What follows belongs to an exercise in optimizing a design on an open flow for small area and a short achievable clock period; a production flow would make more cautious choices.
RTL that was checked went through simulation tests only; none was proved equivalent to the original.
The RTL of runs 1 to 3 was laid out without a check of its function.

==> flow/design.v, too long to show whole: its modules and the start of the top module <==
// module posit_mul_mant: 2179 lines
// module posit_decode: 72 lines
// module posit_expo: 36 lines
// module posit_add_mant: 40 lines
// module lane_add28: 16 lines
// module posit_encode: 61 lines
// module posit_core: 218 lines
// module dpu_pe_operator_top: 83 lines
module dpu_pe_operator_top (
  input               clk,
  input        [31:0] in_0,
  input        [31:0] in_1,
  input        [3:0]  opcode,
  input        [1:0]  precision_config,
  output logic [31:0] out
);
  // ...
==> flow/run.sh <==
#!/bin/bash
# synth_recipe.tcl (not shown) runs the flow's synth.tcl, then flattens the netlist and writes it again
# the make line also repeats each setting of config.mk as NAME=value (left out here)
make -C /OpenROAD-flow-scripts/flow DESIGN_CONFIG=/design/flow/config.mk WORK_HOME=/design/flow/orfs CLKGATE_MAP_FILE= SYNTH_SCRIPT=/design/flow/synth_recipe.tcl finish
==> flow/config.mk <==
export PLATFORM = sky130hd
export DESIGN_NAME = dpu_pe_operator_top
export DESIGN_NICKNAME = dpu_pe_operator_top
export VERILOG_FILES = /design/flow/design.v
export SDC_FILE = /design/flow/constraint.sdc
export NUM_CORES = 4
export LEC_CHECK = 0
export ABC_AREA = 1
export CAP_MARGIN = 60
export CORE_MARGIN = 2
export CORE_UTILIZATION = 40
export SLEW_MARGIN = 80
==> flow/constraint.sdc <==
create_clock -name core_clock -period 30.0 [get_ports {clk}]
set_input_delay 6.0000 -clock core_clock [delete_from_list [all_inputs] [get_ports {clk}]]
set_output_delay 6.0000 -clock core_clock [all_outputs]
set_load 0.01 [all_outputs]
==> out/metrics.cfg, run 1 <==
[status]
status=complete, no violations

[detailed_routing]
drc=0
drt_iter0_drc=6081
top_layer=met5

[run]
maxCapViolations=0

[sta]
slew_headroom=0.7658
setup-violations-final=0
clock_skew_ns=0.02312
drv_slew=0
fmax_ghz=0.08282
fin_ws_ns=17.93

[global_route]
grtUsageMet3=0.06020
gr-max-usage-layer=met2
grt_pass1_wl_um=297700

[synthesis]
synth-simple-area-share=0.2879
yosysUniqueCellTypes=83
netlist_area_um2=43830
synthCells=7130
synth_area_leaders=nand2_1, fa_1, dfxtp_1, xor2_1, inv_1
synth_top_family_by_area=simple AND/OR/NAND/NOR gates
synth_compound_area_frac=0.2262
synth_common_cells=nand2_1, inv_1, o21ai_0, nor2_1, nand3_1
synth_seq_cells=196

[cts]
cts_sinks=196
clockBufferDepth=2
cts_root_buf=clkbuf_16

[hold_path]
hold-path-endpoint=w_q[12]$_DFF_P_

[finish]
drive_gt1_frac=0.1410
area_delta_synth_final_pct=17.30
post-route-util=0.4730
fin_area_um2=51410

[placed_design]
place_hpwl_um=162000
gp_congestion=1.068

[worst_setup_path]
r2r_end=w_q[8]$_DFF_P_
startpoint=m8_qq$_DFF_P_
arrival_ns=6.07
rr_worst_depth=57
crit_slowest_cell=clkdlybuf4s50_1

[die]
die_x_um=335.0

==> module posit_add_mant, before the edit <==
module posit_add_mant (
  input  logic [27:0]     big,
  input  logic [27:0]     sml,
  input  logic [4:0]      sh32,      
  input  logic [1:0][3:0] sh16,      
  input  logic [3:0][2:0] sh8,       
  input  logic            m16,
  input  logic            m8,
  output logic [27:0]     sum
);
  logic m32;
  logic [5:0][27:0] c;
  logic [4:0][3:0]  d;
  assign m32 = ~m16 & ~m8;
  always_comb begin
    for (integer s = 0; s < 4; s = s + 1) begin
      d[0][s] = m32 & sh32[4];
      d[1][s] = m8 ? 1'b0 : (m16 ? sh16[s/2][3] : sh32[3]);
      d[2][s] = m8 ? sh8[s][2] : (m16 ? sh16[s/2][2] : sh32[2]);
      d[3][s] = m8 ? sh8[s][1] : (m16 ? sh16[s/2][1] : sh32[1]);
      d[4][s] = m8 ? sh8[s][0] : (m16 ? sh16[s/2][0] : sh32[0]);
    end
    c[0] = sml;
    for (integer t = 0; t < 5; t = t + 1) begin
      integer k;
      k = 16 >> t;
      for (integer j = 0; j < 28; j = j + 1) begin
        logic src;
        integer s;
        s = j / 7;
        if (j + k > 27)                     src = 1'b0;
        else if (j + k <= 7 * s + 6)        src = c[t][j+k];
        else if (j + k <= 14 * (s/2) + 13)  src = m8 ? 1'b0 : c[t][j+k];
        else                                src = m32 ? c[t][j+k] : 1'b0;
        c[t+1][j] = d[t][s] ? src : c[t][j];
      end
    end
    sum = big + c[5];
  end
endmodule
==> module lane_add28, before the edit <==
module lane_add28 (
  input  logic [27:0] a,
  input  logic [27:0] b,
  input  logic [3:0]  cin,
  input  logic        brk,
  output logic [27:0] s
);
  logic [15:0] x0, y0, z0, x1, y1, z1;
  assign x0 = {a[13:7],  brk ? cin[1] : 1'b1, a[6:0],   cin[0]};
  assign y0 = {b[13:7],  brk & cin[1],        b[6:0],   cin[0]};
  assign x1 = {a[27:21], brk ? cin[3] : 1'b1, a[20:14], cin[2]};
  assign y1 = {b[27:21], brk & cin[3],        b[20:14], cin[2]};
  assign z0 = x0 + y0;
  assign z1 = x1 + y1;
  assign s = {z1[15:9], z1[7:1], z0[15:9], z0[7:1]};
endmodule
==> module posit_encode, before the edit <==
module posit_encode (
  input  logic [31:0] w,
  input  logic [3:0]  g,
  input  logic        d16,         
  input  logic [1:0]  d8,          
  input  logic [3:0]  d4,          
  input  logic [3:0]  d2,
  input  logic [3:0]  d1,
  input  logic        m16,
  input  logic        m8,
  output logic [31:0] out
);
  logic m32;
  logic [5:0][31:0] c;
  logic [5:0]       r32;
  logic [5:0][1:0]  r16;
  logic [5:0][3:0]  r8;
  logic [4:0][3:0]  d;
  logic [3:0]       fill;
  logic [31:0]      rb;
  assign m32 = ~m16 & ~m8;
  always_comb begin
    for (integer s = 0; s < 4; s = s + 1) begin
      d[0][s] = d16;
      d[1][s] = d8[s/2];
      d[2][s] = d4[s];
      d[3][s] = d2[s];
      d[4][s] = d1[s];
      fill[s] = m8 ? w[8*s+7] : (m16 ? w[16*(s/2)+15] : w[31]);
    end
    c[0] = w;
    r32[0] = g[0];
    r16[0] = {g[2], g[0]};
    r8[0]  = g;
    for (integer t = 0; t < 5; t = t + 1) begin
      integer k;
      k = 16 >> t;
      for (integer j = 0; j < 32; j = j + 1) begin
        logic src;
        integer s;
        s = j / 8;
        if (j + k > 31)                     src = fill[s];
        else if (j + k <= 8 * s + 7)        src = c[t][j+k];
        else if (j + k <= 16 * (s/2) + 15)  src = m8 ? fill[s] : c[t][j+k];
        else                                src = m32 ? c[t][j+k] : fill[s];
        c[t+1][j] = d[t][s] ? src : c[t][j];
      end
      r32[t+1] = d[t][0] ? c[t][k-1] : r32[t];
      for (integer i = 0; i < 2; i = i + 1)
        r16[t+1][i] = (k <= 8 && d[t][2*i]) ? c[t][16*i + k - 1] : r16[t][i];
      for (integer i = 0; i < 4; i = i + 1)
        r8[t+1][i] = (k <= 4 && d[t][i]) ? c[t][8*i + ((k <= 4) ? k : 1) - 1] : r8[t][i];
    end
    rb = '0;
    rb[0]  = m8 ? r8[5][0] : (m16 ? r16[5][0] : r32[5]);
    rb[8]  = m8 & r8[5][1];
    rb[16] = m8 ? r8[5][2] : (m16 & r16[5][1]);
    rb[24] = m8 & r8[5][3];
    out = c[5] + rb;
  end
endmodule
==> module dpu_pe_operator_top, before the edit <==
module dpu_pe_operator_top (
  input               clk,
  input        [31:0] in_0,
  input        [31:0] in_1,
  input        [3:0]  opcode,
  input        [1:0]  precision_config,
  output logic [31:0] out
);
  logic        m16_a, m8_a;
  logic [24:0] mw0_a, mw1_a;
  logic [7:0]  esw0_a, esw1_a;
  logic [14:0] dr0_a, dr1_a;
  logic [3:0]  fl0_a, fl1_a;
  logic [31:0] np_a;
  logic        in_0_bigger;
  assign m16_a = (precision_config == 2'd1);
  assign m8_a  = (precision_config == 2'd2);
  posit_decode DEC0 (.x(in_0), .m16(m16_a), .m8(m8_a), .mw(mw0_a), .esw(esw0_a), .dr(dr0_a), .fl(fl0_a));
  posit_decode DEC1 (.x(in_1), .m16(m16_a), .m8(m8_a), .mw(mw1_a), .esw(esw1_a), .dr(dr1_a), .fl(fl1_a));
  assign in_0_bigger = in_0 > in_1;
  always_comb begin
    case (opcode)
      4'd6:    np_a = in_0;
      4'd7:    np_a = in_0_bigger ? in_0 : in_1;
      4'd8:    np_a = in_0_bigger ? in_1 : in_0;
      default: np_a = '0;
    endcase
  end
  logic [24:0] mw0_q, mw1_q;
  logic [7:0]  esw0_q, esw1_q;
  logic [14:0] dr0_q, dr1_q;
  logic [3:0]  fl0_q, fl1_q;
  logic [31:0] np_q;
  logic        posit_q, mul_q, m16_q, m8_q;
  logic        mm32_q, mn8_q, mn16_q;
  always_ff @(posedge clk) begin
    mw0_q   <= mw0_a;
    mw1_q   <= mw1_a;
    esw0_q  <= esw0_a;
    esw1_q  <= esw1_a;
    dr0_q   <= dr0_a;
    dr1_q   <= dr1_a;
    fl0_q   <= fl0_a;
    fl1_q   <= fl1_a;
    np_q    <= np_a;
    posit_q <= (opcode == 4'd1) | (opcode == 4'd2);
    mul_q   <= (opcode == 4'd2);
    m16_q   <= m16_a;
    m8_q    <= m8_a;
    mm32_q  <= (precision_config == 2'd0);
    mn8_q   <= (precision_config != 2'd2);
    mn16_q  <= (precision_config != 2'd1);
  end
  logic [31:0] w_b;
  logic [3:0]  g_b;
  logic        d16_b;
  logic [1:0]  d8_b;
  logic [3:0]  d4_b, d2_b, d1_b;
  posit_core CORE (.mw0(mw0_q), .mw1(mw1_q), .esw0(esw0_q), .esw1(esw1_q), .dr0(dr0_q), .dr1(dr1_q),
                   .fl0(fl0_q), .fl1(fl1_q), .np(np_q),
                   .posit(posit_q), .mul(mul_q), .m16(m16_q), .m8(m8_q),
                   .mm32(mm32_q), .mn8(mn8_q), .mn16(mn16_q),
                   .w(w_b), .g(g_b), .d16(d16_b), .d8(d8_b), .d4(d4_b), .d2(d2_b), .d1(d1_b));
  logic [31:0] w_q;
  logic [3:0]  g_q;
  logic        d16_q;
  logic [1:0]  d8_q;
  logic [3:0]  d4_q, d2_q, d1_q;
  logic        m16_qq, m8_qq;
  always_ff @(posedge clk) begin
    w_q    <= w_b;
    g_q    <= g_b;
    d16_q  <= d16_b;
    d8_q   <= d8_b;
    d4_q   <= d4_b;
    d2_q   <= d2_b;
    d1_q   <= d1_b;
    m16_qq <= m16_q;
    m8_qq  <= m8_q;
  end
  posit_encode ENC (.w(w_q), .g(g_q), .d16(d16_q), .d8(d8_q), .d4(d4_q), .d2(d2_q), .d1(d1_q),
                    .m16(m16_qq), .m8(m8_qq), .out(out));
endmodule
==> inputs of run 2 (changes only) <==
--- a/flow/design.v
+++ b/flow/design.v
@@ -2170,17 +2170,77 @@
   assign s969 = 1'b1 ^ s877 ^ c876;
   assign c970 = (1'b1 & s877) | (1'b1 & c876) | (s877 & c876);
   assign s971 = sx324 ^ pp349 ^ c878;
   assign c972 = (sx324 & pp349) | (sx324 & c878) | (pp349 & c878);
   assign s973 = pp350 ^ 1'b1;
   assign c974 = pp350 & 1'b1;
   assign x = {s973, s971, s969, s967, s965, s963, s961, s959, s957, s955, s953, s951, s949, s947, s945, s943, s941, s939, s937, s935, s933, s931, s929, s927, s925, s923, s921, s919, s917, s915, s913, s911, s909, s907, s905, s903, s901, s899, s897, s895, s893, s891, s889, s887, s885, s883, s881, neg1, pp2, pp1};
   assign y = {c972, c970, c968, c966, c964, c962, c960, c958, c956, c954, c952, c950, c948, c946, c944, c942, c940, c938, c936, c934, c932, c930, c928, c926, c924, c922, c920, c918, c916, c914, c912, c910, c908, c906, c904, c902, c900, c898, c896, c894, c892, c890, c888, c886, c884, c882, c880, s879, 1'b0, neg0};
-  assign p = x + y;
+  logic co;
+  padd #(.N(50), .BK(0)) CPA (.a(x), .b(y), .ci(1'b0), .s(p), .co(co));
+endmodule
+module padd #(parameter N = 32, parameter BK = 0) (
+  input  logic [N-1:0] a,
+  input  logic [N-1:0] b,
+  input  logic         ci,
+  output logic [N-1:0] s,
+  output logic         co
+);
+  localparam L = $clog2(N + 1);
+  logic [N:0] g0, p0;
+  logic [2*L:0][N:0] gl, pl;
+  assign g0 = {a & b, ci};
+  assign p0 = {a ^ b, 1'b0};
+  always_comb begin
+    gl = '0;
+    pl = '0;
+    gl[0] = g0;
+    pl[0] = p0;
+    if (BK == 0) begin
+      for (integer l = 0; l < L; l = l + 1) begin
+        for (integer i = 0; i <= N; i = i + 1) begin
+          if ((i >> l) & 1) begin
+            gl[l+1][i] = gl[l][i] | (pl[l][i] & gl[l][((i >> l) << l) - 1]);
+            pl[l+1][i] = pl[l][i] & pl[l][((i >> l) << l) - 1];
+          end else begin
+            gl[l+1][i] = gl[l][i];
+            pl[l+1][i] = pl[l][i];
+          end
+        end
+      end
+      for (integer l = L; l < 2 * L; l = l + 1) begin
+        gl[l+1] = gl[l];
+        pl[l+1] = pl[l];
+      end
+    end else begin
+      for (integer l = 0; l < L; l = l + 1) begin
+        gl[l+1] = gl[l];
+        pl[l+1] = pl[l];
+        for (integer i = 0; i <= N; i = i + 1)
+          if (((i + 1) % (2 << l)) == 0) begin
+            gl[l+1][i] = gl[l][i] | (pl[l][i] & gl[l][i - (1 << l)]);
+            pl[l+1][i] = pl[l][i] & pl[l][i - (1 << l)];
+          end
+      end
+      for (integer l = L - 1; l >= 1; l = l - 1) begin
+        gl[2*L-l] = gl[2*L-l-1];
+        pl[2*L-l] = pl[2*L-l-1];
+        for (integer i = 0; i <= N; i = i + 1)
+          if (((i + 1) % (1 << l)) == (1 << (l - 1)) && i >= (1 << l)) begin
+            gl[2*L-l][i] = gl[2*L-l-1][i] | (pl[2*L-l-1][i] & gl[2*L-l-1][i - (1 << (l-1))]);
+            pl[2*L-l][i] = pl[2*L-l-1][i] & pl[2*L-l-1][i - (1 << (l-1))];
+          end
+      end
+      gl[2*L] = gl[2*L-1];
+      pl[2*L] = pl[2*L-1];
+    end
+  end
+  assign s  = p0[N:1] ^ gl[2*L][N-1:0];
+  assign co = gl[2*L][N];
 endmodule
 module posit_decode (
   input  logic [31:0] x,
   input  logic        m16,
   input  logic        m8,
   output logic [24:0] mw,
   output logic [7:0]  esw,
   output logic [14:0] dr,
@@ -2317,33 +2377,35 @@
         s = j / 7;
         if (j + k > 27)                     src = 1'b0;
         else if (j + k <= 7 * s + 6)        src = c[t][j+k];
         else if (j + k <= 14 * (s/2) + 13)  src = m8 ? 1'b0 : c[t][j+k];
         else                                src = m32 ? c[t][j+k] : 1'b0;
         c[t+1][j] = d[t][s] ? src : c[t][j];
       end
     end
-    sum = big + c[5];
   end
+  logic co;
+  padd #(.N(28), .BK(0)) ADD (.a(big), .b(c[5]), .ci(1'b0), .s(sum), .co(co));
 endmodule
 module lane_add28 (
   input  logic [27:0] a,
   input  logic [27:0] b,
   input  logic [3:0]  cin,
   input  logic        brk,
   output logic [27:0] s
 );
   logic [15:0] x0, y0, z0, x1, y1, z1;
   assign x0 = {a[13:7],  brk ? cin[1] : 1'b1, a[6:0],   cin[0]};
   assign y0 = {b[13:7],  brk & cin[1],        b[6:0],   cin[0]};
   assign x1 = {a[27:21], brk ? cin[3] : 1'b1, a[20:14], cin[2]};
   assign y1 = {b[27:21], brk & cin[3],        b[20:14], cin[2]};
-  assign z0 = x0 + y0;
-  assign z1 = x1 + y1;
+  logic co0, co1;
+  padd #(.N(16), .BK(0)) ADD0 (.a(x0), .b(y0), .ci(1'b0), .s(z0), .co(co0));
+  padd #(.N(16), .BK(0)) ADD1 (.a(x1), .b(y1), .ci(1'b0), .s(z1), .co(co1));
   assign s = {z1[15:9], z1[7:1], z0[15:9], z0[7:1]};
 endmodule
 module posit_encode (
   input  logic [31:0] w,
   input  logic [3:0]  g,
   input  logic        d16,         
   input  logic [1:0]  d8,          
   input  logic [3:0]  d4,          
@@ -2394,18 +2456,19 @@
       for (integer i = 0; i < 4; i = i + 1)
         r8[t+1][i] = (k <= 4 && d[t][i]) ? c[t][8*i + ((k <= 4) ? k : 1) - 1] : r8[t][i];
     end
     rb = '0;
     rb[0]  = m8 ? r8[5][0] : (m16 ? r16[5][0] : r32[5]);
     rb[8]  = m8 & r8[5][1];
     rb[16] = m8 ? r8[5][2] : (m16 & r16[5][1]);
     rb[24] = m8 & r8[5][3];
-    out = c[5] + rb;
   end
+  logic co;
+  padd #(.N(32), .BK(0)) INC (.a(c[5]), .b(rb), .ci(1'b0), .s(out), .co(co));
 endmodule
 module posit_core (
   input  logic [24:0] mw0,
   input  logic [24:0] mw1,
   input  logic [7:0]  esw0,
   input  logic [7:0]  esw1,
   input  logic [14:0] dr0,
   input  logic [14:0] dr1,
@@ -2634,17 +2697,18 @@
   logic [14:0] dr0_a, dr1_a;
   logic [3:0]  fl0_a, fl1_a;
   logic [31:0] np_a;
   logic        in_0_bigger;
   assign m16_a = (precision_config == 2'd1);
   assign m8_a  = (precision_config == 2'd2);
   posit_decode DEC0 (.x(in_0), .m16(m16_a), .m8(m8_a), .mw(mw0_a), .esw(esw0_a), .dr(dr0_a), .fl(fl0_a));
   posit_decode DEC1 (.x(in_1), .m16(m16_a), .m8(m8_a), .mw(mw1_a), .esw(esw1_a), .dr(dr1_a), .fl(fl1_a));
-  assign in_0_bigger = in_0 > in_1;
+  logic [31:0] cmp_s;
+  padd #(.N(32), .BK(1)) CMP (.a(in_0), .b(~in_1), .ci(1'b0), .s(cmp_s), .co(in_0_bigger));
   always_comb begin
     case (opcode)
       4'd6:    np_a = in_0;
       4'd7:    np_a = in_0_bigger ? in_0 : in_1;
       4'd8:    np_a = in_0_bigger ? in_1 : in_0;
       default: np_a = '0;
     endcase
   end
==> flow/flow/run.sh (new file) <==
#!/bin/bash
# Standard layout (the standard.sh: the standard synthesis and ORFS
# steps at the design's clock period and constraints), with the timing
# repair steps asked to keep a larger setup slack margin so that they size
# and buffer the critical paths. The log of the whole run is standard.log.
bash standard.sh SETUP_SLACK_MARGIN=18.5 finish > standard.log 2>&1
==> flow/standard.sh (new file) <==
#!/bin/bash
# synth_recipe.tcl (not shown) runs the flow's synth.tcl, then flattens the netlist and writes it again
# the make line also repeats each setting of config.mk as NAME=value (left out here)
make -C /OpenROAD-flow-scripts/flow DESIGN_CONFIG=/design/flow/config.mk WORK_HOME=/design/flow/orfs CLKGATE_MAP_FILE= SYNTH_SCRIPT=/design/flow/synth_recipe.tcl "${@:-finish}"
==> flow/config.mk (replaced) <==
export PLATFORM = sky130hd
export DESIGN_NAME = dpu_pe_operator_top
export DESIGN_NICKNAME = dpu_pe_operator_top
export VERILOG_FILES = /design/flow/design.v
export SDC_FILE = /design/flow/constraint.sdc
export NUM_CORES = 4
export LEC_CHECK = 0
export ABC_AREA = 1
export CAP_MARGIN = 20
export CORE_MARGIN = 2
export CORE_UTILIZATION = 40
export SLEW_MARGIN = 20
removed: flow/run.sh
==> run 2 against run 1 <==
Effect of this change: clock skew shrank 0.0030 ns; highest routed layer unchanged; first-iteration DRC count fell by 18%; worst setup slack better by 0.98 ns; hold slack better by 0.13 ns.
==> out/metrics.cfg, run 2 <==
[placed_design]
place_hpwl_um=153500  ; -5.2%
io_buffers=102
pre_cts_slack_ns=17.48
placed_cells=8152
place_area_um2=44520
gp_congestion=1.033  ; -3.3%

[finish]
layout_commonest_cell=nand2_1
drive_gt1_frac=0.05543  ; -0.08555
fin_area_um2=45840  ; -11%
area_delta_synth_final_pct=7.855
fin_nets=7389
layout_common_cells=nand2_1, inv_1, o21ai_0
top_regs=np_q x32, w_q x32
fin_cells=8230

[global_route]
track_usage=0.3453
grt_pass1_vias=45160
grt_pass1_wl_um=284500  ; -4.5%
grt.overflow.total=0
antenna_found_initial=8
grt_max_degree=110

[worst_setup_path]
r2r_start=m16_q$_DFF_P_
crit_path_end_kind=primary output
rrSetupSlack_ns=19.24
crit_type=register to primary output
cp.required_ns=24.00
endpoint=out[17]
max_stage_delay_ns=0.47
path_delay_family=simple AND/OR/NAND/NOR gates
cp-start-kind=register
worstSetupPathDepth=30
r2r_end=w_q[24]$_DFF_P_
startpoint=m8_qq$_DFF_P_
crit_slowest_cell=clkdlybuf4s50_1
crit_buf_inv=6
arrival_ns=5.09  ; -0.98 ns
crit_fanout=14
rr_worst_depth=58  ; +1.8%

[sta]
fin_crit_ns=11.09
tns_ns=0
hold_ws_ns=0.5988
clock_skew_ns=0.02011  ; -0.003010 ns
slew_headroom=0.2582  ; -0.5077
setup-violations-final=0  ; unchanged
fin_ws_ns=18.91  ; +0.9846 ns
fin_crit_sh=0.3696
rsz0062_at_grt=true
fmax_ghz=0.09018  ; +8.9%
tightest_slew_ns=1.103
hold_viol=0
drv_slew=0  ; unchanged

[cts]
cts_tree=done
clockBufferDepth=2  ; unchanged
htreeDepth=4
clock_latency_ns=0.49
cts_root_buf=clkbuf_16
path_clk_slew_ns=0.09
cts_sinks=196  ; unchanged
holdBufCountCts=0
cts_made_buffers=17

[synthesis]
ys_async_sr_fraction=0
synth_area_leaders=nand2_1, fa_1, dfxtp_1, inv_1, xor2_1
synth_nets=7460
synth_compound_area_frac=0.2052  ; -0.02106
muxShareOfSynthArea=0.002826
synth_common_cells=nand2_1, inv_1, o21ai_0, nor2_1, nand3_1
post-synth-top-area-cell=nand2_1
synthAdderAreaFrac=0.1935
yosys.area.top_type_share=0.1480
post-synth-top-count-cell=nand2_1
synth_ff_type=dfxtp_1
synth-simple-area-share=0.2929  ; +0.004986
yosysUniqueCellTypes=74  ; -11%
synth-xor-area-share=0.09044
synth_top_family_by_area=simple AND/OR/NAND/NOR gates
synth_seq_cells=196  ; unchanged
ys_seq_area_frac=0.09232
synthCells=6896  ; -3.3%
yosys_warnings=11
netlist_area_um2=42500  ; -3.0%
synth_area_per_cell_um2=6.163
synth-edff-count=0

[die]
design.die.area_um2=108900
initial_core_util=0.4037
num_rows=119
io-pin-count=103
die_x_um=330.0  ; -1.5%
placeableCoreArea_um2=105300
fp.dieH_um=330.0

[detailed_routing]
drt_iter0_drc=5012  ; -18%
wl_um=192900
wl_per_cell_um=23.44
first_pass_iters=8
drc=0  ; unchanged
avgViaCountPerCell=5.839
drtAntennaViolNets=0
vias=48050

[status]
status=complete, no violations

[run]
maxCapViolations=0  ; unchanged

[hold_path]
worstHoldPathType=register to register

[run 2: final cells by class]
type                            count  area [um2]
Fill cell                       11450       59430
Multi-Input combinational cell   5375       33660
Sequential cell                   196        3939
Inverter                         1008        3835
Timing Repair Buffer              226        2064
Tap cell                         1391        1740
Clock buffer                       19       452.9
Clock inverter                     13       137.6
Timing Repair inverter              1       5.005
Antenna cell                        1       2.502
[run 2: how the worst min path moves through the flow]
stage	cells after the start	from	end	slack, ns
2_1_floorplan	0	m8_q$_DFF_P_	m8_qq$_DFF_P_	0.33
3_3_place_gp	2	np_q[13]$_DFF_P_	w_q[13]$_DFF_P_	0.56
3_5_place_dp	2	np_q[22]$_DFF_P_	w_q[22]$_DFF_P_	0.57
4_1_cts	2	np_q[15]$_DFF_P_	w_q[15]$_DFF_P_	0.58
5_1_grt	2	np_q[15]$_DFF_P_	w_q[15]$_DFF_P_	0.60
6_report	1	m16_q$_DFF_P_	m16_qq$_DFF_P_	0.60
[run 2: worst reg2reg max path: cells and delay by family (launching register included)]
family,cells,cell delay [ns]
buf+inv,8,1.87
simple gates,31,4.28
fa+ha+maj,3,0.95
compound gates,16,3.26
flops,1,0.33
[run 2: logic make-up (layout without fill, tap and decap cells)]
group           after synthesis  count (layout)
simple gates               2924            2930
xor+xnor                    438             438
mux                          12              12
other cells                   0               1
compound gates             1502            1502
fa+ha+maj                   493             493
flops                       196             196
buf+inv                    1331            1267
[run 2: through the flow]
stage                       util
after floorplan                -
after global placement    0.4229
after detailed placement  0.4229
after CTS                 0.4311
after global routing      0.4354
final                     0.4354
[run 2: repair_timing]
action                                  4_1_cts  5_1_grt
gates resized for setup                      33       94
endpoints found under the setup margin      111      132
buffers inserted                             14       23
cloned                                        4        4
pin swaps                                     6       13
[run 2: routing by layer]
| metal | part of all wire | track usage | vias up | routed length, um |
|---|---|---|---|---|
| li1 | - | - | 22510 | - |
| met1 | 0.41 | 0.4524 | 22510 | 78720 |
| met2 | 0.43 | 0.5398 | 2546 | 83860 |
| met3 | 0.096 | 0.06215 | 481 | 18550 |
| met4 | 0.061 | 0.1836 | 4 | 11760 |
| met5 | 0.00012 | 0 | - | 23 |
==> module posit_core, before the edit <==
module posit_core (
  input  logic [24:0] mw0,
  input  logic [24:0] mw1,
  input  logic [7:0]  esw0,
  input  logic [7:0]  esw1,
  input  logic [14:0] dr0,
  input  logic [14:0] dr1,
  input  logic [3:0]  fl0,
  input  logic [3:0]  fl1,
  input  logic [31:0] np,
  input  logic        posit,
  input  logic        mul,
  input  logic        m16,
  input  logic        m8,
  input  logic        mm32,        
  input  logic        mn8,         
  input  logic        mn16,        
  output logic [31:0] w,
  output logic [3:0]  g,
  output logic        d16,
  output logic [1:0]  d8,
  output logic [3:0]  d4,
  output logic [3:0]  d2,
  output logic [3:0]  d1
);
  logic       m32;
  assign m32 = ~m16 & ~m8;
  logic       nz0_32, nz1_32;
  logic [1:0] nz0_16, nz1_16;
  logic [3:0] nz0_8,  nz1_8;
  assign nz0_32 = mw0[24];
  assign nz1_32 = mw1[24];
  assign nz0_16 = {mw0[24], mw0[10]};
  assign nz1_16 = {mw1[24], mw1[10]};
  assign nz0_8  = {mw0[22], mw0[16], mw0[10], mw0[4]};
  assign nz1_8  = {mw1[22], mw1[16], mw1[10], mw1[4]};
  logic [27:0] ew0, ew1;
  posit_expo EXP0 (.esw(esw0), .dr(dr0), .fl(fl0), .m16(m16), .m8(m8), .ew(ew0));
  posit_expo EXP1 (.esw(esw1), .dr(dr1), .fl(fl1), .m16(m16), .m8(m8), .ew(ew1));
  logic [49:0] p;
  posit_mul_mant MUL (.a(mw0), .b(mw1), .m32(mm32), .n8(mn8), .n16(mn16), .p(p));
  logic [27:0] dd;
  lane_add28 SUB (.a(ew0), .b(~ew1), .cin(4'b1111), .brk(m8), .s(dd));
  logic       sel32;
  logic [1:0] sel16;
  logic [3:0] sel8;
  logic [3:0] sels;      
  always_comb begin
    sel32 = nz1_32 & (~nz0_32 | dd[13]);
    for (integer i = 0; i < 2; i = i + 1) sel16[i] = nz1_16[i] & (~nz0_16[i] | dd[14*i+13]);
    for (integer i = 0; i < 4; i = i + 1) sel8[i]  = nz1_8[i]  & (~nz0_8[i]  | dd[7*i+6]);
    for (integer s = 0; s < 4; s = s + 1) sels[s] = m8 ? sel8[s] : ((m16 || s >= 2) ? sel16[s/2] : sel32);
  end
  logic [27:0]     ad;
  logic [4:0]      sh32;
  logic [1:0][3:0] sh16;
  logic [3:0][2:0] sh8;
  logic            kill32;
  logic [1:0]      kill16;
  logic [3:0]      kill8;
  always_comb begin
    for (integer s = 0; s < 4; s = s + 1) ad[7*s +: 7] = dd[7*s +: 7] ^ {7{sels[s]}};
    sh32 = ad[4:0];
    kill32 = |ad[13:5];
    for (integer i = 0; i < 2; i = i + 1) begin
      sh16[i] = ad[14*i +: 4];
      kill16[i] = |ad[14*i+4 +: 10];
    end
    for (integer i = 0; i < 4; i = i + 1) begin
      sh8[i] = ad[7*i +: 3];
      kill8[i] = |ad[7*i+3 +: 4];
    end
  end
  logic [24:0]      a32_0, a32_1;
  logic [1:0][10:0] a16_0, a16_1;
  logic [3:0][4:0]  a8_0, a8_1;
  assign a32_0 = mw0;
  assign a32_1 = mw1;
  assign a16_0[0] = mw0[10:0];
  assign a16_0[1] = mw0[24:14];
  assign a16_1[0] = mw1[10:0];
  assign a16_1[1] = mw1[24:14];
  always_comb for (integer i = 0; i < 4; i = i + 1) begin
    a8_0[i] = mw0[6*i +: 5];
    a8_1[i] = mw1[6*i +: 5];
  end
  logic [27:0] fbig, fsml, fsum;
  always_comb begin
    fbig = '0;
    fsml = '0;
    if (m8) begin
      for (integer i = 0; i < 4; i = i + 1) begin
        fbig[7*i+1 +: 5] = sel8[i] ? a8_1[i] : a8_0[i];
        if (!kill8[i]) begin
          if (sel8[i]) fsml[7*i +: 5]   = a8_0[i];
          else         fsml[7*i+1 +: 5] = a8_1[i];
        end
      end
    end else if (m16) begin
      for (integer i = 0; i < 2; i = i + 1) begin
        fbig[14*i+1 +: 11] = sel16[i] ? a16_1[i] : a16_0[i];
        if (!kill16[i]) begin
          if (sel16[i]) fsml[14*i +: 11]   = a16_0[i];
          else          fsml[14*i+1 +: 11] = a16_1[i];
        end
      end
    end else begin
      fbig[1 +: 25] = sel32 ? a32_1 : a32_0;
      if (!kill32) begin
        if (sel32) fsml[0 +: 25] = a32_0;
        else       fsml[1 +: 25] = a32_1;
      end
    end
  end
  posit_add_mant ADD (.big(fbig), .sml(fsml), .sh32(sh32), .sh16(sh16), .sh8(sh8),
                      .m16(m16), .m8(m8), .sum(fsum));
  logic [27:0] ea, eb, en0, en1;
  always_comb begin
    for (integer s = 0; s < 4; s = s + 1) begin
      ea[7*s +: 7] = (mul | ~sels[s]) ? ew0[7*s +: 7] : ew1[7*s +: 7];
      eb[7*s +: 7] = mul ? ew1[7*s +: 7] : 7'd0;
    end
  end
  lane_add28 EADD0 (.a(ea), .b(eb), .cin(4'b0000), .brk(m8), .s(en0));
  lane_add28 EADD1 (.a(ea), .b(eb), .cin(4'b1111), .brk(m8), .s(en1));
  logic [26:0]      mo32;
  logic [1:0][12:0] mo16;
  logic [3:0][6:0]  mo8;
  always_comb begin
    mo32 = mul ? p[49:23] : fsum[26:0];
    mo16[0] = mul ? p[21:9]  : fsum[12:0];
    mo16[1] = mul ? p[49:37] : fsum[26:14];
    for (integer i = 0; i < 4; i = i + 1) mo8[i] = mul ? p[12*i+3 +: 7] : fsum[7*i +: 7];
  end
  logic [1:0][32:0]      wd32_n;
  logic [1:0][4:0]       s32_n;
  logic [1:0][1:0][16:0] wd16_n;
  logic [1:0][1:0][3:0]  s16_n;
  logic [1:0][3:0][8:0]  wd8_n;
  logic [1:0][3:0][2:0]  s8_n;
  always_comb begin
    for (integer n = 0; n < 2; n = n + 1) begin
      logic [27:0] e;
      logic        z;
      e = n ? en1 : en0;
      z = ~mo32[25 + n] | ($signed(e[12:0]) > $signed(13'd1920)) | ($signed(e[12:0]) < $signed(-13'd1984));
      s32_n[n]  = e[12] ? ~e[10:6] : e[10:6];
      wd32_n[n] = z ? 33'd0 : {~e[12], e[12], e[5:0], mo32[n +: 25]};
      for (integer i = 0; i < 2; i = i + 1) begin
        logic [9:0] el;
        el = e[14*i +: 10];
        z = ~mo16[i][11 + n] | ($signed(el) > $signed(10'd224)) | ($signed(el) < $signed(-10'd240));
        s16_n[n][i]  = el[9] ? ~el[7:4] : el[7:4];
        wd16_n[n][i] = z ? 17'd0 : {~el[9], el[9], el[3:0], mo16[i][n +: 11]};
      end
      for (integer i = 0; i < 4; i = i + 1) begin
        logic [6:0] el;
        el = e[7*i +: 7];
        z = ~mo8[i][5 + n] | ($signed(el) > $signed(7'd24)) | ($signed(el) < $signed(-7'd28));
        s8_n[n][i]  = el[6] ? ~el[4:2] : el[4:2];
        wd8_n[n][i] = z ? 9'd0 : {~el[6], el[6], el[1:0], mo8[i][n +: 5]};
      end
    end
  end
  logic [32:0]      wd32;
  logic [4:0]       s32;
  logic [1:0][16:0] wd16;
  logic [1:0][3:0]  s16;
  logic [3:0][8:0]  wd8;
  logic [3:0][2:0]  s8;
  always_comb begin
    wd32 = mo32[26] ? wd32_n[1] : wd32_n[0];
    s32  = mo32[26] ? s32_n[1]  : s32_n[0];
    for (integer i = 0; i < 2; i = i + 1) begin
      wd16[i] = mo16[i][12] ? wd16_n[1][i] : wd16_n[0][i];
      s16[i]  = mo16[i][12] ? s16_n[1][i]  : s16_n[0][i];
    end
    for (integer i = 0; i < 4; i = i + 1) begin
      wd8[i] = mo8[i][6] ? wd8_n[1][i] : wd8_n[0][i];
      s8[i]  = mo8[i][6] ? s8_n[1][i]  : s8_n[0][i];
    end
  end
  always_comb begin
    w = np;
    g = '0;
    d16 = 1'b0;
    d8 = '0;
    d4 = '0;
    d2 = '0;
    d1 = '0;
    if (posit) begin
      if (m8) begin
        for (integer i = 0; i < 4; i = i + 1) begin
          w[8*i +: 8] = wd8[i][8:1];
          g[i]  = wd8[i][0];
          d4[i] = s8[i][2];
          d2[i] = s8[i][1];
          d1[i] = s8[i][0];
        end
      end else if (m16) begin
        w = {wd16[1][16:1], wd16[0][16:1]};
        g = {1'b0, wd16[1][0], 1'b0, wd16[0][0]};
        d8 = {s16[1][3], s16[0][3]};
        d4 = {{2{s16[1][2]}}, {2{s16[0][2]}}};
        d2 = {{2{s16[1][1]}}, {2{s16[0][1]}}};
        d1 = {{2{s16[1][0]}}, {2{s16[0][0]}}};
      end else begin
        w = wd32[32:1];
        g = {3'b0, wd32[0]};
        d16 = s32[4];
        d8 = {2{s32[3]}};
        d4 = {4{s32[2]}};
        d2 = {4{s32[1]}};
        d1 = {4{s32[0]}};
      end
    end
  end
endmodule
==> inputs of run 3 (changes only) <==
--- a/flow/design.v
+++ b/flow/design.v
@@ -2413,2 +2413,5 @@
   input  logic [3:0]  d1,
+  input  logic [3:0]  fill,        
+  input  logic        xh,          
+  input  logic        xf,          
   input  logic        m16,
@@ -2417,3 +2420,2 @@
 );
-  logic m32;
   logic [5:0][31:0] c;
@@ -2423,5 +2425,3 @@
   logic [4:0][3:0]  d;
-  logic [3:0]       fill;
   logic [31:0]      rb;
-  assign m32 = ~m16 & ~m8;
   always_comb begin
@@ -2433,3 +2433,2 @@
       d[4][s] = d1[s];
-      fill[s] = m8 ? w[8*s+7] : (m16 ? w[16*(s/2)+15] : w[31]);
     end
@@ -2448,4 +2447,4 @@
         else if (j + k <= 8 * s + 7)        src = c[t][j+k];
-        else if (j + k <= 16 * (s/2) + 15)  src = m8 ? fill[s] : c[t][j+k];
-        else                                src = m32 ? c[t][j+k] : fill[s];
+        else if (j + k <= 16 * (s/2) + 15)  src = xh ? c[t][j+k] : fill[s];
+        else                                src = xf ? c[t][j+k] : fill[s];
         c[t+1][j] = d[t][s] ? src : c[t][j];
@@ -2490,3 +2489,4 @@
   output logic [3:0]  d2,
-  output logic [3:0]  d1
+  output logic [3:0]  d1,
+  output logic [3:0]  fill
 );
@@ -2683,2 +2683,4 @@
     end
+    for (integer s = 0; s < 4; s = s + 1)
+      fill[s] = m8 ? w[8*s+7] : (m16 ? w[16*(s/2)+15] : w[31]);
   end
@@ -2744,2 +2746,3 @@
   logic [3:0]  d4_b, d2_b, d1_b;
+  logic [3:0]  fill_b;
   posit_core CORE (.mw0(mw0_q), .mw1(mw1_q), .esw0(esw0_q), .esw1(esw1_q), .dr0(dr0_q), .dr1(dr1_q),
@@ -2748,3 +2751,3 @@
                    .mm32(mm32_q), .mn8(mn8_q), .mn16(mn16_q),
-                   .w(w_b), .g(g_b), .d16(d16_b), .d8(d8_b), .d4(d4_b), .d2(d2_b), .d1(d1_b));
+                   .w(w_b), .g(g_b), .d16(d16_b), .d8(d8_b), .d4(d4_b), .d2(d2_b), .d1(d1_b), .fill(fill_b));
   logic [31:0] w_q;
@@ -2755,2 +2758,4 @@
   logic        m16_qq, m8_qq;
+  logic [3:0]  fill_q;
+  logic        xh_q, xf_q;
   always_ff @(posedge clk) begin
@@ -2765,4 +2770,8 @@
     m8_qq  <= m8_q;
+    fill_q <= fill_b;
+    xh_q   <= ~m8_q;
+    xf_q   <= ~m8_q & ~m16_q;
   end
   posit_encode ENC (.w(w_q), .g(g_q), .d16(d16_q), .d8(d8_q), .d4(d4_q), .d2(d2_q), .d1(d1_q),
+                    .fill(fill_q), .xh(xh_q), .xf(xf_q),
                     .m16(m16_qq), .m8(m8_qq), .out(out));
--- a/flow/flow/run.sh
+++ b/flow/flow/run.sh
@@ -5,2 +5,2 @@
 # and buffer the critical paths. The log of the whole run is standard.log.
-bash standard.sh SETUP_SLACK_MARGIN=18.5 finish > standard.log 2>&1
+bash standard.sh SETUP_SLACK_MARGIN=20 finish > standard.log 2>&1
==> run 3 against run 2 <==
Effect of this change: global-route usage is 0.13 points higher; fmax rose by 6.3%; sequential share of layout area is 0.36 points lower; first-iteration DRC count grew 17%; flip-flop and latch count up 5; non-clock buffer count is 177 higher; die area is 0.95% lower; worst setup slack improved by 0.66 ns; clock-buffer cell count is 13 higher; critical path depth shrank 2.
==> out/metrics.cfg, run 3 <==
[cts]
holdBufCountCts=0  ; unchanged
cts_made_buffers=26  ; +9
cts_sinks=201  ; +2.6%
cts_root_buf=clkbuf_16
cts_tree=done
path_clk_slew_ns=0.07  ; -0.02 ns
clockBufferDepth=3  ; +1
clock_latency_ns=0.59  ; +0.10 ns
htreeDepth=1  ; -3

[finish]
regArea_um2=4050  ; +2.8%
fill_cells=10900  ; -4.9%
fin_nets=7421  ; +0.43%
area_delta_synth_final_pct=16.80
layout_commonest_cell=nand2_1
multi_input_area_um2=34920  ; +3.7%
fin_cells=8258  ; +0.34%
post-route-util=0.4730  ; +0.03757
drive_gt1_frac=0.1301  ; +0.07472
layout_common_cells=nand2_1, inv_1, o21ai_0
top_regs=np_q x32, w_q x32

[synthesis]
synth_common_cells=nand2_1, inv_1, o21ai_0, nor2_1, nand3_1
synthAdderAreaFrac=0.1954  ; +0.001876
ys_async_sr_fraction=0  ; unchanged
yosysUniqueCellTypes=68  ; -8.1%
synth-edff-count=0  ; unchanged
synth_compound_area_frac=0.2163  ; +0.01111
synthCells=6726  ; -2.5%
muxShareOfSynthArea=0.001427  ; -0.001399
synth_ff_type=dfxtp_1
synth_seq_cells=201  ; +2.6%
synth_area_leaders=nand2_1, fa_1, dfxtp_1, xor2_1, inv_1
synth-xor-area-share=0.09533  ; +0.004889
yosys_warnings=11  ; unchanged
synth_nets=7290  ; -2.3%
synth-simple-area-share=0.2756  ; -0.01726
ys_seq_area_frac=0.09560  ; +0.003273
post-synth-top-area-cell=nand2_1
synth_top_family_by_area=simple AND/OR/NAND/NOR gates
post-synth-top-count-cell=nand2_1
netlist_area_um2=42090  ; -0.96%
synth_area_per_cell_um2=6.258  ; +1.5%
yosys.area.top_type_share=0.1322  ; -0.01578

[hold_path]
worstHoldPathType=register to register
hold_path_depth=2  ; +1

[sta]
hold_ws_ns=0.5227  ; -0.07606 ns
rsz0062_at_grt=true
slew_headroom=0.2368  ; -0.02135
fin_crit_ns=10.43  ; -0.6594 ns
tns_ns=0  ; unchanged
clock_skew_ns=0.04258  ; +0.02247 ns
drv_slew=0  ; unchanged
hold_viol=0  ; unchanged
fin_crit_sh=0.3477  ; -0.02198
setup-violations-final=0  ; unchanged
tightest_slew_ns=1.134  ; +0.03173 ns
fin_ws_ns=19.57  ; +0.6594 ns
fmax_ghz=0.09588  ; +6.3%

[worst_setup_path]
crit_slowest_cell=dfxtp_4
cp.required_ns=24.00  ; about the same
startpoint=d16_q$_SDFF_PP0_
crit_path_end_kind=primary output
endpoint=out[27]
rrSetupSlack_ns=20.36  ; +1.12 ns
max_stage_delay_ns=0.37  ; -0.10 ns
crit_type=register to primary output
arrival_ns=4.43  ; -0.66 ns
r2r_start=mw1_q[5]$_SDFF_PP0_
crit_fanout=5  ; -9
r2r_end=g_q[2]$_SDFF_PN0_
cp-start-kind=register
rr_worst_depth=32  ; -45%
critPathMostFrequentCell=nand2_2

[global_route]
grtUsageMet2=0.5443  ; +0.004470
grt_pass1_vias=45460  ; +0.66%
grt.overflow.total=0  ; unchanged
grt_pass1_wl_um=286200  ; +0.62%
antenna_found_initial=5  ; -3
grt_max_degree=84  ; -24%
track_usage=0.3465  ; +0.001250
grtUsageMet1=0.4532  ; +0.0008280
gr-max-usage-layer=met2
grtUsageMet3=0.05674  ; -0.005410

[detailed_routing]
wl_um=195800  ; +1.5%
drt_iter0_drc=5881  ; +17%
first_pass_iters=14  ; +6
wl_per_cell_um=23.71  ; +1.2%
drtAntennaViolNets=0  ; unchanged
drc=0  ; unchanged
avgViaCountPerCell=5.926  ; +1.5%
vias=48940  ; +1.8%

[placed_design]
gp_congestion=1.064  ; +3.0%
place_hpwl_um=151300  ; -1.4%
io_buffers=102  ; unchanged
pre_cts_slack_ns=17.13  ; -0.3520 ns
placed_cells=7973  ; -2.2%

[die]
io-pin-count=103  ; unchanged
die_x_um=328.4  ; -0.48%
initial_core_util=0.4050  ; +0.001232
design.die.area_um2=107800  ; -0.95%
num_rows=118  ; -0.84%
fp.dieH_um=328.4  ; -0.48%
placeableCoreArea_um2=103900  ; -1.3%

[status]
status=complete, no violations

[run]
maxCapViolations=0  ; unchanged

[run 3: what timing repair did]
item	4_1_cts	5_1_grt
setup buffers	105	111
pin swaps	70	152
gates cloned	8	12
resized for setup	367	419
setup endpoints to repair	180	163
hold endpoints to repair	0	0
[run 3: critical path, delay by kind of cell (launching register included)]
kind	cells	cell delay, ns
simple gates	17	1.78
buf+inv	5	0.64
xor+xnor	1	0.18
fa+ha+maj	1	0.20
compound gates	4	0.68
flops	1	0.37
[run 3: layout make-up]
type / count / share of cell area
Antenna cell: 1 / 0.00005090
Clock buffer: 32 / 0.01430
Clock inverter: 16 / 0.004835
Inverter: 994 / 0.07843
Multi-Input combinational cell: 5227 / 0.7103
Sequential cell: 201 / 0.08238
Tap cell: 1380 / 0.03512
Timing Repair Buffer: 403 / 0.07416
Timing Repair inverter: 4 / 0.0004581
[run 3: through the flow]
step,cell area [um2]
2_1_floorplan,42090
3_3_place_gp,44140
3_5_place_dp,44140
4_1_cts,46800
5_1_grt,49160
6_report,49160
[run 3: per-layer routing]
layer  wire length (um)  up-vias
met2              85650     2860
met3              18730      615
met4              13360        2
met1              78060    22910
li1                   -    22550
met5                 11        -
[run 3: worst min path at each step]
stage | from | endpoint
CTS | np_q[5]$_DFF_P_ | w_q[5]$_DFF_P_
floorplan | m16_q$_DFF_P_ | m16_qq$_DFF_P_
finish | np_q[22]$_DFF_P_ | w_q[22]$_DFF_P_
global placement | np_q[21]$_DFF_P_ | w_q[21]$_DFF_P_
global route | np_q[5]$_DFF_P_ | w_q[5]$_DFF_P_
detailed placement | np_q[5]$_DFF_P_ | w_q[5]$_DFF_P_
[run 3: logic make-up after synthesis]
kind of cell,after synthesis
AOI/OAI and AO/OA,1546
xor gates and xnor gates,456
adders and majority gates,493
buffers and inverters,1311
DFF,201
muxes,6
and+or+nand+nor,2713
==> module posit_decode, before the edit <==
module posit_decode (
  input  logic [31:0] x,
  input  logic        m16,
  input  logic        m8,
  output logic [24:0] mw,
  output logic [7:0]  esw,
  output logic [14:0] dr,
  output logic [3:0]  fl
);
  logic             m32;
  logic [5:0][31:0] c;          
  logic [4:0][3:0]  d;          
  logic             f32;
  logic [1:0]       f16;
  logic [3:0]       f8;
  logic             nz32;
  logic [1:0]       nz16;
  logic [3:0]       nz8;
  assign m32 = ~m16 & ~m8;
  assign f32 = x[31];
  assign f16 = {x[31], x[15]};
  assign f8  = {x[31], x[23], x[15], x[7]};
  assign fl  = f8;
  assign nz8  = {|x[31:24], |x[23:16], |x[15:8], |x[7:0]};
  assign nz16 = {nz8[3] | nz8[2], nz8[1] | nz8[0]};
  assign nz32 = |nz8;
  function automatic logic alleq(input logic [15:0] v, input integer k, input logic b);
    alleq = ((v ^ {16{b}}) & ((17'd1 << k) - 17'd1)) == 16'd0;
  endfunction
  always_comb begin
    c[0] = x;
    for (integer t = 0; t < 5; t = t + 1) begin
      integer k;
      k = 16 >> t;
      for (integer s = 0; s < 4; s = s + 1) begin
        logic c32, c16, c8;
        c32 = alleq(16'(c[t][30 -: 16] >> (16 - k)), k, f32);
        c16 = (k <= 8)  ? alleq(16'({1'b0, c[t][16*(s/2)+14 -: 15]} >> (15 - k)), k, f16[s/2]) : 1'b0;
        c8  = (k <= 4)  ? alleq(16'({9'b0, c[t][8*s+6 -: 7]} >> (7 - k)), k, f8[s]) : 1'b0;
        d[t][s] = m8 ? c8 : (m16 ? c16 : c32);
      end
      for (integer j = 0; j < 32; j = j + 1) begin
        logic src;
        integer s;
        s = j / 8;
        if (j - k >= 8 * s)            src = c[t][j-k];
        else if (j - k >= 16 * (s/2))  src = m8 ? 1'b0 : c[t][j-k];
        else if (j - k >= 0)           src = m32 ? c[t][j-k] : 1'b0;
        else                           src = 1'b0;
        c[t+1][j] = d[t][s] ? src : c[t][j];
      end
    end
  end
  assign dr = {d[0][3], d[1][3], d[1][1], d[2], d[3], d[4]};
  always_comb begin
    if (m8) begin
      mw = '0;
      for (integer i = 0; i < 4; i = i + 1) begin
        mw[6*i +: 5]  = {nz8[i], c[5][8*i+3 -: 4]};
        esw[2*i +: 2] = c[5][8*i+5 -: 2];
      end
    end else if (m16) begin
      mw = '0;
      mw[10:0]  = {nz16[0], c[5][9:0]};
      mw[24:14] = {nz16[1], c[5][25:16]};
      esw = {c[5][29:26], c[5][13:10]};
    end else begin
      mw = {nz32, c[5][23:0]};
      esw = {2'b0, c[5][29:24]};
    end
  end
endmodule
==> inputs of run 4 (changes only) <==
--- a/flow/design.v
+++ b/flow/design.v
@@ -2265,5 +2265,36 @@
   assign nz32 = |nz8;
-  function automatic logic alleq(input logic [15:0] v, input integer k, input logic b);
-    alleq = ((v ^ {16{b}}) & ((17'd1 << k) - 17'd1)) == 16'd0;
-  endfunction
+  logic [31:0]     y, yl;
+  logic [3:0]      z8;            
+  logic [3:0][2:0] c8;            
+  logic [4:0]      l32;
+  logic [1:0][3:0] l16;
+  logic [3:0][2:0] l8;
+  always_comb begin
+    for (integer j = 0; j < 32; j = j + 1)
+      y[j] = x[j] ^ (m8 ? f8[j/8] : (m16 ? f16[j/16] : f32));
+    yl = {y[30:0], 1'b1};
+    yl[8]  = m8 ? 1'b1 : y[7];
+    yl[16] = (m8 | m16) ? 1'b1 : y[15];
+    yl[24] = m8 ? 1'b1 : y[23];
+    for (integer s = 0; s < 4; s = s + 1) begin
+      z8[s] = (yl[8*s +: 8] == 8'd0);
+      c8[s] = 3'd7;
+      for (integer i = 0; i < 8; i = i + 1)
+        if (yl[8*s + i]) c8[s] = 3'(7 - i);
+    end
+    l8 = c8;
+    for (integer i = 0; i < 2; i = i + 1)
+      l16[i] = z8[2*i+1] ? {1'b1, c8[2*i]} : {1'b0, c8[2*i+1]};
+    if (!z8[3])      l32 = {2'b00, c8[3]};
+    else if (!z8[2]) l32 = {2'b01, c8[2]};
+    else if (!z8[1]) l32 = {2'b10, c8[1]};
+    else             l32 = {2'b11, c8[0]};
+    for (integer s = 0; s < 4; s = s + 1) begin
+      d[0][s] = m32 & l32[4];
+      d[1][s] = m8 ? 1'b0 : (m16 ? l16[s/2][3] : l32[3]);
+      d[2][s] = m8 ? l8[s][2] : (m16 ? l16[s/2][2] : l32[2]);
+      d[3][s] = m8 ? l8[s][1] : (m16 ? l16[s/2][1] : l32[1]);
+      d[4][s] = m8 ? l8[s][0] : (m16 ? l16[s/2][0] : l32[0]);
+    end
+  end
   always_comb begin
@@ -2273,9 +2304,2 @@
       k = 16 >> t;
-      for (integer s = 0; s < 4; s = s + 1) begin
-        logic c32, c16, c8;
-        c32 = alleq(16'(c[t][30 -: 16] >> (16 - k)), k, f32);
-        c16 = (k <= 8)  ? alleq(16'({1'b0, c[t][16*(s/2)+14 -: 15]} >> (15 - k)), k, f16[s/2]) : 1'b0;
-        c8  = (k <= 4)  ? alleq(16'({9'b0, c[t][8*s+6 -: 7]} >> (7 - k)), k, f8[s]) : 1'b0;
-        d[t][s] = m8 ? c8 : (m16 ? c16 : c32);
-      end
       for (integer j = 0; j < 32; j = j + 1) begin
--- a/flow/flow/run.sh
+++ b/flow/flow/run.sh
@@ -5,2 +5,2 @@
 # and buffer the critical paths. The log of the whole run is standard.log.
-bash standard.sh SETUP_SLACK_MARGIN=20 finish > standard.log 2>&1
+bash standard.sh SETUP_SLACK_MARGIN=19.5 finish > standard.log 2>&1
--- a/flow/config.mk
+++ b/flow/config.mk
@@ -10,3 +10,3 @@
 export CORE_MARGIN = 2
-export CORE_UTILIZATION = 40
+export CORE_UTILIZATION = 55
 export SLEW_MARGIN = 20
==> run 4 against run 3 <==
Effect of this change: critical endpoint is now np_q[1]$_DFF_P_; still clean; die area down 27%; flip-flop and latch count unchanged; synthesized cell count down 1.7%; clock skew up 0.019 ns; register-to-register slack worse by 0.23 ns; global-route usage up 12 points.
==> out/metrics.cfg, run 4 <==
[cts]
cts_root_buf=clkbuf_16
cts_sinks=201  ; unchanged
htreeDepth=1  ; unchanged
clockBufferDepth=3  ; unchanged
cts_tree=done
path_clk_slew_ns=0.07  ; about the same
clock_latency_ns=0.59  ; about the same
cts_made_buffers=25  ; -3.8%
holdBufCountCts=0  ; unchanged

[sta]
hold_viol=0  ; unchanged
rsz0062_at_grt=true
slew_headroom=0.2970  ; +0.06016
tightest_slew_ns=1.055  ; -0.07978 ns
clock_skew_ns=0.06111  ; +0.01852 ns
setup-violations-final=0  ; unchanged
hold_ws_ns=0.5028  ; -0.01990 ns
drv_slew=0  ; unchanged
fmax_ghz=0.09666  ; +0.82%
tns_ns=0  ; unchanged
fin_ws_ns=19.65  ; +0.08470 ns
fin_crit_sh=0.3448  ; -0.002823
fin_crit_ns=10.35  ; -0.08470 ns

[synthesis]
synth_ff_type=dfxtp_1
synth_nets=7176  ; -1.6%
yosys_warnings=11  ; unchanged
synth_area_per_cell_um2=6.394  ; +2.2%
ys_seq_area_frac=0.09518  ; -0.0004187
yosys.area.top_type_share=0.1346  ; +0.002351
post-synth-top-area-cell=nand2_1
synth_seq_cells=201  ; unchanged
synth_common_cells=nand2_1, inv_1, o21ai_0, xor2_1, o22ai_1
synth_area_leaders=nand2_1, fa_1, dfxtp_1, xor2_1, inv_1
synthCells=6612  ; -1.7%
netlist_area_um2=42280  ; +0.44%
post-synth-top-count-cell=nand2_1
synth-edff-count=0  ; unchanged
yosysUniqueCellTypes=87  ; +28%
ys_async_sr_fraction=0  ; unchanged

[die]
fp.dieH_um=281.3  ; -14%
design.die.area_um2=79100  ; -27%
num_rows=101  ; -14%
die_x_um=281.3  ; -14%
io-pin-count=103  ; unchanged
initial_core_util=0.5557  ; +0.1508
placeableCoreArea_um2=76080  ; -27%

[global_route]
grt.overflow.total=0  ; unchanged
track_usage=0.4631  ; +0.1166
antenna_found_initial=12  ; +7
grt_pass1_vias=44980  ; -1.1%
grt_max_degree=74  ; -12%
grt_pass1_wl_um=276800  ; -3.3%

[worst_setup_path]
critPathMostFrequentCell=nand4_1
max_stage_delay_ns=0.87  ; +0.50 ns
crit_type=input pin to register
arrival_ns=10.73  ; +6.30 ns
cp-start-kind=input pin
crit_fanout=64  ; +59
crit_chain=clkdlybuf4s50_1 -> inv_1 -> ha_1 -> nand2_1 -> o311ai_0 -> nand4_1 -> nand4_1 -> nand4_1 -> a41oi_1 -> or2_4 -> buf_4 -> o21ai_0 -> o221ai_1
cp.required_ns=30.39  ; +6.39 ns
crit_path_end_kind=register
crit_slowest_cell=clkdlybuf4s50_1

[finish]
top_regs=np_q x32, w_q x32
drive_gt1_frac=0.06403  ; -0.06612
fin_cells=7577  ; -8.2%
fin_nets=7089  ; -4.5%
fin_area_um2=45120  ; -8.2%
layout_commonest_cell=nand2_1
layout_common_cells=nand2_1, inv_1, o21ai_0
area_delta_synth_final_pct=6.715
fill_cells=7569  ; -31%

[detailed_routing]
wl_per_cell_um=24.57  ; +3.6%
first_pass_iters=9  ; -5
drc=0  ; unchanged
drt_iter0_drc=6361  ; +8.2%
vias=47970  ; -2.0%
wl_um=186100  ; -4.9%
avgViaCountPerCell=6.331  ; +6.8%
drtAntennaViolNets=0  ; unchanged

[placed_design]
place_hpwl_um=146100  ; -3.4%
io_buffers=102  ; unchanged
placed_cells=7506  ; -5.9%
pre_cts_slack_ns=18.70  ; +1.579 ns
gp_congestion=1.080  ; +1.5%
place_area_um2=43770  ; -0.85%

[run]
maxCapViolations=0  ; unchanged

[hold_path]
worstHoldPathType=register to register

[status]
status=complete, no violations

==> run 4: timing repair <==
item / CTS / global route
hold endpoints to repair: 0 / 0
pin swaps: 0 / 7
setup buffers: 8 / 10
setup endpoints to repair: 58 / 140
gates cloned: 1 / 1
resized for setup: 26 / 77
==> run 4: per-stage QoR <==
step | util
2_1_floorplan | -
3_3_place_gp | 0.5753
3_5_place_dp | 0.5753
4_1_cts | 0.5885
5_1_grt | 0.5929
6_report | 0.5930
==> run 4: cell type report <==
type | count | area, um2 | share of cell area
antenna | 3 | 7.507 | 0.0001664
clock buffer | 30 | 674.4 | 0.01495
clock inverter | 16 | 187.7 | 0.004160
inverter | 959 | 3667 | 0.08129
multi-input combinational | 5142 | 33450 | 0.7414
sequential | 201 | 4045 | 0.08966
tap | 1030 | 1289 | 0.02857
timing repair buffer | 195 | 1793 | 0.03974
timing repair inverter | 1 | 5.005 | 0.0001109
==> run 4: per-layer routing <==
metal  routed length [um]  global-route usage  vias up  share of wire
met4                19210              0.3793       18           0.10
met1                67460              0.5529    22000           0.36
met3                21940              0.1156      940           0.12
met2                77370              0.7039     3231           0.42
met5                  142                   0        -        0.00076
li1                     -                   -    21780              -
==> run 4: worst paths after layout <==
path	cells after the start	startpoint	slack (ns)	endpoint
worst min register to register	2	np_q[4]$_DFF_P_	0.50	w_q[4]$_DFF_P_
worst max register to register	59	m8_q$_DFF_P_	20.13	w_q[21]$_DFF_P_
worst max-delay path	13	in_1[7]	19.65	np_q[1]$_DFF_P_
worst min-delay path	2	np_q[4]$_DFF_P_	0.50	w_q[4]$_DFF_P_
==> run 4: kinds of logic after synthesis <==
logic type | count (synthesis) | share of synthesized area
mux | 17 | 0.004054
compound gates | 1613 | 0.2293
xor+xnor | 490 | 0.1028
fa+ha+maj | 493 | 0.1946
simple gates | 2528 | 0.2556
flops | 201 | 0.09518
buf+inv | 1270 | 0.1185
==> run 4: worst max-delay path: cells and delay by family <==
| kind | cells | cell delay, ns |
|---|---|---|
| and+or+nand+nor | 5 | 1.04 |
| buffers and inverters | 3 | 1.75 |
| AOI/OAI and AO/OA | 4 | 1.51 |
| adders and majority gates | 1 | 0.36 |

## afterwards: timing with drivers on the ports
Ports are ideal in the flow. The routed layouts listed here were re-timed in OpenROAD. Step 1 assumes that a clkbuf_16 drives the clock port and a buf_2 every other input. Step 2 times the ports against the registers' clock, not the clock port: input delays grow and output delays shrink by t, the midpoint of the rising clock arrivals with the driver on. Slacks: no drivers / after step 1 / after step 2; pairs: no drivers / after step 1.
run | t (ns) | setup slack, ns | worst hold slack (ns)
run 1 | 0.572 | 17.926 / 17.852 / 18.283 | 0.468 / 0.468 / 0.468
run 2 | 0.546 | 18.911 / 18.852 / 18.408 | 0.599 / 0.599 / 0.599
run 3 | 0.627 | 19.570 / 19.511 / 19.400 | 0.523 / 0.523 / 0.523
run 4 | 0.636 | 19.655 / 19.702 / 19.066 | 0.503 / 0.503 / 0.503
After both steps every run listed still meets setup and hold. For run 4, which loses most, drivers alone change the setup slack by +0.047 ns; drivers and shift together by -0.589 ns.
